This design comes from an exercise in tuning for small area and a short achievable clock period on the open sky130 flow, not from production work.
The RTL was checked by simulation tests, not by an equivalence proof against the original design.

==> job 6393 <==
// fmac_top
module fmac_top (
    input          i_clk,
    input          i_reset_n,
    input          i_sel,
    input  [7:0]   i_Act_E,
    input  [63:0]  i_Act_M,
    input  [7:0]   i_Weight_E,
    input  [63:0]  i_Weight_M,
    input  [7:0]   i_ACC_E,
    input  [23:0]  i_ACC_M,
    output [7:0]   o_Weight_E,
    output [63:0]  o_Weight_M,
    output [7:0]   o_Act_E,
    output [127:0] o_Act_M,
    output [7:0]   o_ACC_E,
    output [23:0]  o_ACC_M
);
    fmac u_fmac (
        .i_clk      (i_clk),
        .i_reset_n  (i_reset_n),
        .i_sel      (i_sel),
        .i_Act_E    (i_Act_E),
        .i_Act_M    (i_Act_M),
        .i_Weight_E (i_Weight_E),
        .i_Weight_M (i_Weight_M),
        .i_ACC_E    (i_ACC_E),
        .i_ACC_M    (i_ACC_M),
        .o_Weight_E (o_Weight_E),
        .o_Weight_M (o_Weight_M),
        .o_Act_E    (o_Act_E),
        .o_Act_M    (o_Act_M),
        .o_ACC_E    (o_ACC_E),
        .o_ACC_M    (o_ACC_M)
    );
endmodule
export LEC_CHECK = 0
export ABC_AREA = 1
export CAP_MARGIN = 20
export CORE_MARGIN = 2
export CORE_UTILIZATION = 40
export CTS_BUF_LIST = sky130_fd_sc_hd__clkbuf_8
export SLEW_MARGIN = 20
create_clock -name core_clock -period 18.0 [get_ports {i_clk}]
standard.sh (not shown) runs the stock make flow with config.mk's settings and CLKGATE_MAP_FILE= SYNTH_SCRIPT=/design/flow/synth_recipe.tcl, a recipe that flattens the netlist after the stock synthesis.
==> flow/flow/run.sh <==
#!/bin/bash
# Own layout flow: the standard ORFS flow (standard.sh) with these changes:
#  - synthesis leaves adders to ABC (no full/half-adder cell extraction),
#  - port buffers use the smallest buffer cell,
#  - timing repair aims at a setup slack margin of 8.7 ns.
# Each tool's full output stays in orfs/logs/; make's output in run_flow.log.
set -euo pipefail
bash standard.sh ADDER_MAP_FILE= \
  "BUFFER_PORTS_ARGS=-buffer_cell sky130_fd_sc_hd__buf_1" \
  "CTS_ARGS=-sink_clustering_enable -repair_clock_nets -buf_list sky130_fd_sc_hd__clkbuf_8 -dont_use_dummy_load" \
  SETUP_SLACK_MARGIN=8.7 finish > run_flow.log 2>&1
==> job 887: changes against job 6393 <==
==> flow/flow/run.sh (replaced) <==
#!/bin/bash
# Own layout flow: the standard ORFS flow (standard.sh) with three changes:
#  - synthesis leaves adders to ABC (no full/half-adder cell extraction),
#  - port buffers use the smallest buffer cell,
#  - timing repair aims at a setup slack margin of 9.5 ns.
# Each tool's full output stays in orfs/logs/; make's output in run_flow.log.
set -euo pipefail
bash standard.sh ADDER_MAP_FILE= \
  "BUFFER_PORTS_ARGS=-buffer_cell sky130_fd_sc_hd__buf_1" \
  SETUP_SLACK_MARGIN=9.5 finish > run_flow.log 2>&1
==> comparison table <==
|  | job 6393 | job 887 |
|---|---|---|
| Outcome | timing/DRC/antenna clean | timing/DRC/antenna clean |
| Sum of met3 wire segment lengths after detailed routing | 2700 microns | 2710 microns |
| Worst setup path end | u_fmac.o_ACC_M[23]$_DFF_PN0_ | u_fmac.o_ACC_E[0]$_DFF_PN0_ |
| GR Util met2 | 34.6% | 34.8% |
| Count of buffering cells on the critical path with inverters included | 6 | 5 |
| Setup slack after layout | 9.20 ns | 9.58 ns |
| Area growth from synthesis to layout | 12.6% | 36.5% |
| Post-layout nets | 3188 | 3293 |
| Minimum clock period after layout | 8.80 ns | 8.42 ns |
| DR pass1 iterations | 5 | 7 |
| Multi-input gate share of total cell area | 58.0% | 59.8% |
| Multi-input gates | 2184 | 2186 |
| Multi-input logic area | 10300 sq um | 12800 sq um |
| Global-route wire length before repair | 68800 microns | 69700 microns |
| GRT met3 Usage | 4.21% | 4.42% |
| Fraction of area in registers | 23.1% | 19.0% |
| Total wire length after detailed routing | 43300 microns | 47700 microns |
| Fraction of area in clock buffers and inverters | 1.32% | 1.94% |
| Length of routed met2 wiring | 19300 microns | 23000 microns |
| Vias after detailed routing | 16800 | 17700 |
| Highest achievable clock rate | 0.114 GHz | 0.119 GHz |

## static timing again, ports no longer ideal
No port has a modelled driver above. Below, the same layouts with a new extraction and two added sets of constraints.
Step 1 (the two cells are an assumption about what drives the block):
set clk [get_ports {i_clk}]
set_driving_cell -lib_cell sky130_fd_sc_hd__clkbuf_16 $clk
set_driving_cell -lib_cell sky130_fd_sc_hd__buf_2 [delete_from_list [all_inputs] $clk]
Step 2 also shifts input and output timing later by t, the mid clock arrival at the registers, as if the neighbouring blocks saw the same clock.
a / b / c = no drivers / after step 1 / after step 2; a / b = the first two.
run | t, ns | setup slack, ns | latest minus earliest clock arrival (ns) | slew at the worst register clock pin (ns) | worst data-port slew with drivers (ns)
job 6393 | 0.553 | 9.197 / 9.202 / 8.649 | 0.031 / 0.030 | 0.09 / 0.09 | 0.06
job 887 | 0.586 | 9.576 / 9.595 / 9.009 | 0.012 / 0.012 | 0.10 / 0.10 | 0.06
After both steps every run listed still meets setup and hold. For job 887, which loses most, drivers alone change the setup slack by +0.019 ns; drivers and shift together by -0.567 ns.
